Context: an optimization exercise on an open-source flow, tuned for small area, a short achievable clock period and few clock cycles per item. The choices shown serve that exercise and are no tape-out recipe. Where RTL was checked, it was by simulation tests only, not by an equivalence proof against the original. Power is estimated from default activity; no workload was simulated.

==> job 8189: inputs <==
==> flow/design.v (excerpt) <==
module wallace_multi (
    input clk,
    input rst,
    input [15:0] a,
    input [15:0] b,
    output reg [31:0] p,
    output reg done
);
clock: 4.0 ns
lec_check: 0
cap_margin: 20
core_margin: 2
core_utilization: 40
cts_buf_list: sky130_fd_sc_hd__clkbuf_8
cts_cluster_diameter: 80
cts_cluster_size: 16
setup_slack_margin: 2.0
slew_margin: 20
synth_hierarchical: 1
standard.sh (not shown) runs the stock make flow with config.mk's settings and CLKGATE_MAP_FILE= SYNTH_SCRIPT=/design/flow/synth_recipe.tcl, a recipe that flattens the netlist after the stock synthesis.
==> flow/flow/run.sh <==
#!/bin/bash
set -euo pipefail
export BUFFER_PORTS_ARGS="-buffer_cell sky130_fd_sc_hd__buf_2"
bash standard.sh finish > orfs_make.log 2>&1
==> job 7408 (differences from job 8189) <==
- CORE_UTILIZATION: 40 -> 55
==> qor summary <==
metric                                                   job 7408   job 8189
Outcome                          no timing/DRC/antenna violations  no timing/DRC/antenna violations
Placeable core area                                     22700 um2  31500 um2
Clock group share of total power                            15.8%      16.3%
Total Die Area                                          24400 um2  33300 um2
Switch share                                                32.2%      32.1%
First-iteration detailed-routing DRC count                    333        386
Sw power                                                  3.10 mW    3.10 mW
Fmax achieved                                             511 MHz    507 MHz
Proportion of layout cells with a drive suffix above 1      11.9%      12.2%
Average wire length per cell after detail routing         18.5 um    17.3 um
Global routing met3 resource utilization                    3.39%      2.47%
FF/Latch Area                                            6530 um2   6540 um2
Worst slack, placed                                       1780 ps    1870 ps
Routed wire length on met3                                1220 um    1230 um
Worst min-delay path startpoint                             a[14]      a[13]
Starting Density                                            56.1%      40.5%
Non-filler instance count after layout                       1311       1424
Logic gate share of total power                             32.4%      32.2%
Met2 wire len                                            11200 um   11300 um
Nets                                                         1221       1218
Sequential share of cell area                               47.0%      46.6%
Footprint of the multi-input gates                       6130 um2   6130 um2
Slack of the worst reg-to-reg path                        2040 ps    2030 ps
Clock-net power                                           1.52 mW    1.57 mW
Tapcells                                                      285        402
Required time of the critical path                        4460 ps    4450 ps
Arr. time, crit path                                      2420 ps    2430 ps
Testbench counts of job 8189, summed over its fixed seeds: cycles 16,032, items 16,000.
Testbench counts of job 7408, summed over its fixed seeds: cycles 16,032, items 16,000.

==> raven <==
Another version of the RTL of wallace_multi (not shown whole).
clock: 4.0 ns
lec_check: 0
cap_margin: 20
core_margin: 2
core_utilization: 40
cts_buf_list: sky130_fd_sc_hd__clkbuf_8
cts_cluster_diameter: 100
cts_cluster_size: 20
setup_slack_margin: 1.8
slew_margin: 20
synth_hierarchical: 1
==> flow/flow/run.sh <==
#!/bin/bash
set -euo pipefail
export BUFFER_PORTS_ARGS="-buffer_cell sky130_fd_sc_hd__buf_1"
bash standard.sh finish > orfs_make.log 2>&1
==> cedar: changes against raven <==
==> flow/flow/run.sh (replaced) <==
#!/bin/bash
set -euo pipefail
export BUFFER_PORTS_ARGS="-buffer_cell sky130_fd_sc_hd__buf_2"
bash standard.sh finish > orfs_make.log 2>&1
Settings changed: CTS_CLUSTER_DIAMETER 100 to 80, CTS_CLUSTER_SIZE 20 to 16, SETUP_SLACK_MARGIN 1.8 to 1.6.
==> yarrow: changes against raven <==
==> flow/flow/run.sh (replaced) <==
#!/bin/bash
set -euo pipefail
export BUFFER_PORTS_ARGS="-buffer_cell sky130_fd_sc_hd__buf_2"
bash standard.sh finish > orfs_make.log 2>&1
Settings changed: CTS_CLUSTER_DIAMETER 100 to 80, CTS_CLUSTER_SIZE 20 to 16.
==> impl_summary.txt <==
----------------------------------------------------
[CTS]
  Number of CTS-inserted buffers ... 18
  Post-cts gate resize count ... just under 60

[Cells and area]
  Non-clock buffer count in the final layout ... 100
  Layout clock buffer count ... 20
  Fill count ... between 2000 and 2500

[Timing]
  Final cycle utilization of the critical path ... 0.553
  Post-route clock skew ... around 0.027 ns

[Status]
  Status ... complete, no violations

[Power and ir drop]
  Leak pwr ... between 5 and 6 nW

[Worst setup path]
  Data arrival at the endpoint of the critical path ... between 2 and 3 ns
  Critical path required time ... roughly 4.4 ns
  Critical Path Fanout Max ... 5
  Crit. Startpoint ... r180$_DFF_P_

----------------------------------------------------
That was yarrow.
==> impl_summary.txt <==
----------------------------------------------------
[Worst setup path]
  Critical Path Fanout Max ... 16
  Crit. Startpoint ... r56$_DFF_P_
  Critical path required time ... 4.48 ns
  Data arrival at the endpoint of the critical path ... between 2 and 3 ns

[CTS]
  Post-cts gate resize count ... 9
  Number of CTS-inserted buffers ... 18

[Status]
  Status ... complete, no violations

[Cells and area]
  Layout clock buffer count ... 19
  Non-clock buffer count in the final layout ... 83

[Timing]
  Post-route clock skew ... 0.0290 ns
  Final cycle utilization of the critical path ... 0.595

[Power and ir drop]
  Leak pwr ... around 5.3 nW

----------------------------------------------------
That was cedar.
==> impl_summary.txt <==
----------------------------------------------------
[Timing]
  Post-route clock skew ... between 0.02 and 0.025 ns
  Final cycle utilization of the critical path ... 0.552

[CTS]
  Number of CTS-inserted buffers ... 15
  Post-cts gate resize count ... 52

[Cells and area]
  Layout clock buffer count ... 15

[Worst setup path]
  Critical path required time ... 4.39 ns
  Critical Path Fanout Max ... 10
  Crit. Startpoint ... r20$_DFF_P_

[Status]
  Status ... complete, no violations

[Power and ir drop]
  Leak pwr ... 5.19 nW

----------------------------------------------------
That was raven.
Testbench counts of raven, summed over its fixed seeds: cycles 16,024, items 16,000.
Testbench counts of cedar, summed over its fixed seeds: cycles 16,024, items 16,000.
Testbench counts of yarrow, summed over its fixed seeds: cycles 16,024, items 16,000.

==> inputs of build 91 <==
Another version of the RTL of wallace_multi (not shown whole).
export LEC_CHECK = 0
export CAP_MARGIN = 20
export CORE_MARGIN = 2
export CORE_UTILIZATION = 40
export SLEW_MARGIN = 20
export SYNTH_HIERARCHICAL = 1
create_clock -name core_clock -period 4.0 [get_ports {clk}]
run.sh (not shown) runs the stock make flow with config.mk's settings and CLKGATE_MAP_FILE= SYNTH_SCRIPT=/design/flow/synth_recipe.tcl, a recipe that flattens the netlist after the stock synthesis.
Stock flow here: none of the scripts above is used.
==> inputs of trial 11, as changes to build 91 <==
==> flow/flow/run.sh (new file) <==
#!/bin/bash
set -euo pipefail
export BUFFER_PORTS_ARGS="-buffer_cell sky130_fd_sc_hd__buf_2"
bash standard.sh finish > orfs_make.log 2>&1
==> flow/standard.sh (new file) <==
#!/bin/bash
# synth_recipe.tcl (not shown) runs the flow's synth.tcl, then flattens the netlist and writes it again
# the make line also repeats each setting of config.mk as NAME=value (left out here)
make -C /OpenROAD-flow-scripts/flow DESIGN_CONFIG=/design/flow/config.mk WORK_HOME=/design/flow/orfs CLKGATE_MAP_FILE= SYNTH_SCRIPT=/design/flow/synth_recipe.tcl "${@:-finish}"
Settings changed: SETUP_SLACK_MARGIN from default to 0.8.
removed: flow/run.sh
==> inputs of build 49, as changes to build 91 <==
Settings changed: SETUP_SLACK_MARGIN from default to 0.8.
==> comparison <==
Maximum frequency, lowest first: build 91, trial 11, build 49. The highest utilization belongs to build 49, the lowest to trial 11. In flip-flop and latch count, build 49 and build 91 do not differ. In build 49 the combinational power is larger than in trial 11, by about 4%.
No functional check of the RTL was part of any run of this note.

==> 12-10 <==
wallace_multi, a different RTL version from the one above (not shown whole).
==> module mbs, before the edit <==
module mbs (input one, input a1, input two, input a0, input neg, output x);
    wire m;
    ma22oi u0 (.a(one), .b(a1), .c(two), .d(a0), .y(m));
    mxnor u1 (.a(m), .b(neg), .y(x));
endmodule
==> module ma22oi, before the edit <==
module ma22oi (input a, input b, input c, input d, output y);
    assign y = ~((a & b) | (c & d));
endmodule
==> module mxnor, before the edit <==
module mxnor (input a, input b, output y);
    assign y = ~(a ^ b);
endmodule
clock: 4.0 ns
lec_check: 0
cap_margin: 20
core_margin: 2
core_utilization: 40
cts_buf_list: sky130_fd_sc_hd__clkbuf_8
cts_cluster_diameter: 80
cts_cluster_size: 16
setup_slack_margin: 1.9
slew_margin: 20
synth_hierarchical: 1
standard.sh (not shown) runs the stock make flow with config.mk's settings and CLKGATE_MAP_FILE= SYNTH_SCRIPT=/design/flow/synth_recipe.tcl, a recipe that flattens the netlist after the stock synthesis.
==> flow/flow/run.sh <==
#!/bin/bash
set -euo pipefail
export BUFFER_PORTS_ARGS="-buffer_cell sky130_fd_sc_hd__buf_1"
bash standard.sh ABC_LOAD_IN_FF=1 finish > orfs_make.log 2>&1
==> 02-18 (differences from 12-10) <==
--- a/flow/design.v
+++ b/flow/design.v
@@ -1548,12 +1548,12 @@
 endmodule
 module mbs (input one, input a1, input two, input a0, input neg, output x);
     wire m;
-    ma22oi u0 (.a(one), .b(a1), .c(two), .d(a0), .y(m));
-    mxnor u1 (.a(m), .b(neg), .y(x));
+    ma22o u0 (.a(one), .b(a1), .c(two), .d(a0), .y(m));
+    mxor u1 (.a(m), .b(neg), .y(x));
 endmodule
-module ma22oi (input a, input b, input c, input d, output y);
-    assign y = ~((a & b) | (c & d));
+module ma22o (input a, input b, input c, input d, output y);
+    assign y = (a & b) | (c & d);
 endmodule
-module mxnor (input a, input b, output y);
-    assign y = ~(a ^ b);
+module mxor (input a, input b, output y);
+    assign y = a ^ b;
 endmodule
==> flow/flow/run.sh (replaced) <==
#!/bin/bash
set -euo pipefail
export BUFFER_PORTS_ARGS="-buffer_cell sky130_fd_sc_hd__buf_1"
bash standard.sh finish > orfs_make.log 2>&1
CORE_UTILIZATION = 50   (was 40)
==> summary of the runs <==
Between 12-10 and 02-18, the lower cell count is in 02-18 (gap 4.9%, measured against 02-18). Against 02-18, the power of 12-10 is higher by 0.38%. Against 02-18, the fmax of 12-10 is larger by about 0.7%. Die area: 02-18 is smaller than 12-10 (about 18%).
Testbench counts of 02-18, summed over its fixed seeds: cycles 16,024, items 16,000.
Function not checked in 12-10: the RTL went through the layout flow alone.

==> run a: inputs <==
Another version of the RTL of wallace_multi (not shown whole).
==> module mbs, before the edit <==
module mbs (input one, input a1, input two, input a0, input neg, output x);
    assign x = ((one & a1) | (two & a0)) ^ neg;
endmodule
export LEC_CHECK = 0
export CAP_MARGIN = 20
export CORE_MARGIN = 2
export CORE_UTILIZATION = 40
export SETUP_SLACK_MARGIN = 1.6
export SLEW_MARGIN = 20
export SYNTH_HIERARCHICAL = 1
create_clock -name core_clock -period 4.0 [get_ports {clk}]
==> flow/flow/run.sh <==
#!/bin/bash
set -euo pipefail
export BUFFER_PORTS_ARGS="-buffer_cell sky130_fd_sc_hd__buf_2"
bash standard.sh finish > orfs_make.log 2>&1
==> run b: changes against run a <==
--- a/flow/design.v
+++ b/flow/design.v
@@ -1692,4 +1692,12 @@
 endmodule
 module mbs (input one, input a1, input two, input a0, input neg, output x);
-    assign x = ((one & a1) | (two & a0)) ^ neg;
+    wire m;
+    ma22o u0 (.a(one), .b(a1), .c(two), .d(a0), .y(m));
+    mxor u1 (.a(m), .b(neg), .y(x));
+endmodule
+module ma22o (input a, input b, input c, input d, output y);
+    assign y = (a & b) | (c & d);
+endmodule
+module mxor (input a, input b, output y);
+    assign y = a ^ b;
 endmodule
--- a/flow/config.mk
+++ b/flow/config.mk
@@ -9,4 +9,7 @@
 export CORE_MARGIN = 2
 export CORE_UTILIZATION = 40
+export CTS_BUF_LIST = sky130_fd_sc_hd__clkbuf_4
+export CTS_CLUSTER_DIAMETER = 60
+export CTS_CLUSTER_SIZE = 10
 export SETUP_SLACK_MARGIN = 1.6
 export SLEW_MARGIN = 20
==> run_results.csv <==
group,metric,value,unit
timing,whs,76.1,ps
status,status,"no timing/DRC/antenna violations",
route,wl,24.7,mm
pwr,powerDensity,831,mW/mm^2
setup_path,crit_required,4420,ps
global_route,use_met2,27.8,%
floorplan,die_x,173,um
final_layout,ff_latch_area,0.00480,mm^2
place,dpl.cell_count,1297,
yosys,synth_common_cells,"dfxtp_1 (231), xnor2_1 (156), a22oi_2 (120), fa_1 (114), ha_1 (47)",
final_layout,antenna_cells,0,
pwr,p_sw_share,33.8,%
yosys,ys_seq_area_share,41.3,%
clocking,clk-insertion-delay-late,520,ps
That was run a.
==> run_results.csv <==
group,metric,value,unit
pwr,p_sw_share,35.8,%
final_layout,ff_latch_area,0.00479,mm^2
floorplan,io-pin-count,67,
final_layout,nets,1149,
setup_path,reg2reg_to,"r787$_DFF_P_",
setup_path,crit_top_cell,"a21o_1",
status,status,"no timing/DRC/antenna violations",
floorplan,die_x,170,um
route,wl,23.3,mm
setup_path,crit_required,4600,ps
clocking,holdBufCountCts,1,
timing,whs,202,ps
yosys,ys_seq_area_share,42.9,%
clocking,clk-insertion-delay-late,700,ps
yosys,synth_common_cells,"dfxtp_1 (231), xor2_1 (133), a22o_1 (120), fa_1 (114), ha_1 (47)",
clocking,clk_pin_slew_worst_paths,110,ps
final_layout,antenna_cells,1,
timing,setup_slack,1570,ps
That was run b.
Testbench counts of run b, summed over its fixed seeds: cycles 16,024, items 16,000.
For run a, only the layout was checked, not whether the RTL still works.

==> trial 40 <==
wallace_multi with an RTL version that a note above also has.
export LEC_CHECK = 0
export CAP_MARGIN = 20
export CORE_MARGIN = 2
export CORE_UTILIZATION = 40
export CTS_BUF_LIST = sky130_fd_sc_hd__clkbuf_8
export CTS_CLUSTER_DIAMETER = 80
export CTS_CLUSTER_SIZE = 16
export SETUP_SLACK_MARGIN = 1.8
export SLEW_MARGIN = 20
export SYNTH_HIERARCHICAL = 1
create_clock -name core_clock -period 4.0 [get_ports {clk}]
==> flow/flow/run.sh <==
#!/bin/bash
set -euo pipefail
export BUFFER_PORTS_ARGS="-buffer_cell sky130_fd_sc_hd__buf_1"
bash standard.sh finish > orfs_make.log 2>&1
==> inputs of build 63, as changes to trial 40 <==
- SETUP_SLACK_MARGIN: 1.8 -> 1.9
==> results.txt <==
Power: build 63 is larger than trial 40 (about 3.6%). Between build 63 and trial 40, the lower sequential share of layout area is in trial 40 (gap 0.12 points). Critical path depth is the same in build 63 and trial 40. Combinational power: trial 40 is smaller than build 63 (about 8%). In count of clock-buffer cells in the layout, trial 40 and build 63 do not differ. Between trial 40 and build 63, the lower final cell count is in build 63 (gap 0.24%, measured against build 63). Between trial 40 and build 63, the lower worst setup slack is in trial 40 (gap 0.083 ns). First-iteration DRC count: trial 40 is lower than build 63 (about 22%). Clock power is about the same in build 63 and trial 40. Register-to-register slack: trial 40 is lower than build 63 (0.08 ns). Against trial 40, the maximum frequency of build 63 is higher by about 4%.
==> figures <==
                                                                               build 63      trial 40
Result of the run                                      no timing/DRC/antenna violations  no timing/DRC/antenna violations
Portion of the clock cycle consumed by the worst path in the final layout         51.6%         53.6%
Req. time, crit path                                                            4.40 ns       4.42 ns
Fillers                                                                            2461          2501
Internal power summed over all cells                                          0.00584 W     0.00562 W
Source-to-sink clock delay at the later pin of the worst-skew pair              0.52 ns       0.54 ns
Number of instances in the placed design                                           1224          1228
Post-Route Utilization                                                            45.6%         44.9%
Combinational fraction of design power                                            45.9%         43.7%
Pre-CTS WS                                                                      1.56 ns       1.54 ns
P_comb                                                                        0.00415 W     0.00382 W
Detail Route met2 WL                                                           10200 um      10300 um
Area occupied by multi-input gates                                         0.00627 mm^2  0.00618 mm^2
Placed standard-cell area                                                   0.0115 mm^2   0.0115 mm^2
Buffers excl. clock                                                                  84            85
Power share of the clock group                                                    12.6%         13.3%
Pleak                                                                           5.32 nW       5.33 nW
All-Layer GR Usage                                                                16.7%         16.6%
Net switching power figure                                                    0.00322 W     0.00312 W
Vias per inst                                                                      5.03          5.09
Setup repair after global routing missed its margin                                true         false
Endpoint arrival time on the critical path                                      2.47 ns       2.56 ns
Number of buffers inserted by post-CTS setup repair                                  11             3
Testbench counts of trial 40, summed over its fixed seeds: cycles 16,024, items 16,000.
Testbench counts of build 63, summed over its fixed seeds: cycles 16,024, items 16,000.

==> onyx <==
RTL: one of the versions met above, not the one the previous note started from.
==> flow/config.mk <==
export PLATFORM = sky130hd
export DESIGN_NAME = wallace_multi
export DESIGN_NICKNAME = wallace_multi
export VERILOG_FILES = /design/flow/design.v
export SDC_FILE = /design/flow/constraint.sdc
export NUM_CORES = 4
export LEC_CHECK = 0
export CAP_MARGIN = 20
export CORE_MARGIN = 2
export CORE_UTILIZATION = 40
export CTS_BUF_LIST = sky130_fd_sc_hd__clkbuf_8
export CTS_CLUSTER_DIAMETER = 80
export CTS_CLUSTER_SIZE = 16
export SETUP_SLACK_MARGIN = 2.2
export SLEW_MARGIN = 20
export SYNTH_HIERARCHICAL = 1
==> flow/constraint.sdc <==
create_clock -name core_clock -period 4.0 [get_ports {clk}]
set_input_delay 0.8000 -clock core_clock [delete_from_list [all_inputs] [get_ports {clk}]]
set_output_delay 0.8000 -clock core_clock [all_outputs]
set_load 0.01 [all_outputs]
==> flow/flow/run.sh <==
#!/bin/bash
set -euo pipefail
export BUFFER_PORTS_ARGS="-buffer_cell sky130_fd_sc_hd__buf_2"
bash standard.sh finish > orfs_make.log 2>&1
==> inputs of harbor, as changes to onyx <==
==> flow/flow/run.sh (replaced) <==
#!/bin/bash
set -euo pipefail
export BUFFER_PORTS_ARGS="-buffer_cell sky130_fd_sc_hd__buf_1"
bash standard.sh finish > orfs_make.log 2>&1
--- a/flow/config.mk
+++ b/flow/config.mk
@@ -11,6 +11,6 @@
 export CTS_BUF_LIST = sky130_fd_sc_hd__clkbuf_8
 export CTS_CLUSTER_DIAMETER = 80
 export CTS_CLUSTER_SIZE = 16
-export SETUP_SLACK_MARGIN = 2.2
+export SETUP_SLACK_MARGIN = 2.0
 export SLEW_MARGIN = 20
 export SYNTH_HIERARCHICAL = 1
==> results.txt <==
In area after synthesis, onyx and harbor do not differ. Between onyx and harbor, the lower power is in harbor (gap 3.9%, measured against harbor). Clock power is about the same in onyx and harbor. Design area: harbor is smaller than onyx (about 4.5%). Of harbor and onyx, onyx has the higher non-clock buffer count (gap 25). Of onyx and harbor, onyx has the higher core utilization (gap 2.1 points). Between onyx and harbor, the lower via count is in harbor (gap about 1.2%, measured against harbor). Between harbor and onyx, the lower cell count is in harbor (gap about 1.8%, measured against onyx). Sequential cell count is the same in onyx and harbor. Global-route usage: harbor is lower than onyx (0.50 points).
==> figures <==
| item | harbor | onyx |
|---|---|---|
| Path category of the worst min-delay check | in -> async | in -> reg |
| Initial antenna violation count | 0 | 1 |
| Power Combinational | 0.00318 W | 0.00350 W |
| Status | no timing/DRC/antenna violations | no timing/DRC/antenna violations |
| Worst IR drop on VDD | 373.3 µV | 388.1 µV |
| M1 WL | 11.57 mm | 11.67 mm |
| Fill count | 2833 | 2813 |
| DR WL met2 | 11.61 mm | 12.05 mm |
| Unrepaired setup endpoints after global routing | false | true |
| Final Worst Setup Slack | 2.028 ns | 2.046 ns |
| Power consumption | 0.009698 W | 0.01007 W |
| Met3 wire length | 1.201 mm | 1.172 mm |
| # placed instances | 1392 | 1388 |
| Period utilisation layout | 0.4931 | 0.4885 |
| Clock buffer count | 25 | 26 |
| Combined area of the multi-input logic cells | 6152 µm² | 6340 µm² |
| Filler-free cell count of the finished design | 1423 | 1449 |
| Sequential-cell power consumption | 0.00499 W | 0.00501 W |
| Placed cell areas | 13510 µm² | 13630 µm² |
| Number of nets in the final layout | 1217 | 1242 |
| Final standard cell area without fillers | 13970 µm² | 14640 µm² |
| Delay contributed by the slowest stage of the critical path | 0.57 ns | 0.56 ns |
Testbench counts of onyx, summed over its fixed seeds: cycles 16,032, items 16,000.
Testbench counts of harbor, summed over its fixed seeds: cycles 16,032, items 16,000.

-- what the ideal ports hide --
The flow's constraints put no driver on any port. The routed layouts listed below were extracted and timed again, unchanged, in two steps. Step 1: set_driving_cell puts a clkbuf_16 on clk and a buf_2 on each other input, an assumption about the parent block. Step 2 adds t to the input delays and takes it off the output delays; t is the mean of the earliest and latest rising clock arrival at the registers after step 1. Input paths then give back, and output paths get back, about the clock's delay inside the block. Three values: ideal, step 1, step 2; two values: the first two.
run | t (ns) | setup slack, ns | clock arrival spread, ns | worst register clock-pin slew, ns
job 8189 | 0.605 | 2.029 / 2.029 / 2.029 | 0.023 / 0.023 | 0.11 / 0.11
job 7408 | 0.609 | 2.043 / 2.043 / 2.043 | 0.017 / 0.017 | 0.11 / 0.11
raven | 0.548 | 1.792 / 1.792 / 1.792 | 0.025 / 0.025 | 0.12 / 0.12
cedar | 0.559 | 1.621 / 1.621 / 1.621 | 0.029 / 0.029 | 0.11 / 0.11
yarrow | 0.571 | 1.788 / 1.788 / 1.788 | 0.027 / 0.027 | 0.11 / 0.11
build 91 | 0.472 | 0.723 / 0.723 / 0.723 | 0.009 / 0.009 | 0.07 / 0.07
trial 11 | 0.465 | 0.907 / 0.907 / 0.907 | 0.010 / 0.009 | 0.06 / 0.06
build 49 | 0.465 | 0.914 / 0.914 / 0.914 | 0.011 / 0.011 | 0.06 / 0.06
12-10 | 0.571 | 1.926 / 1.926 / 1.926 | 0.033 / 0.033 | 0.11 / 0.11
02-18 | 0.552 | 1.912 / 1.912 / 1.912 | 0.025 / 0.025 | 0.10 / 0.10
run a | 0.564 | 1.545 / 1.545 / 1.545 | 0.010 / 0.009 | 0.06 / 0.06
run b | 0.728 | 1.573 / 1.573 / 1.573 | 0.028 / 0.029 | 0.11 / 0.11
trial 40 | 0.567 | 1.855 / 1.855 / 1.855 | 0.024 / 0.024 | 0.11 / 0.11
build 63 | 0.555 | 1.938 / 1.938 / 1.938 | 0.018 / 0.018 | 0.10 / 0.10
onyx | 0.609 | 2.046 / 2.046 / 2.046 | 0.043 / 0.043 | 0.11 / 0.11
harbor | 0.607 | 2.028 / 2.028 / 2.028 | 0.018 / 0.018 | 0.11 / 0.11
After both steps setup and hold are still met in every run listed.
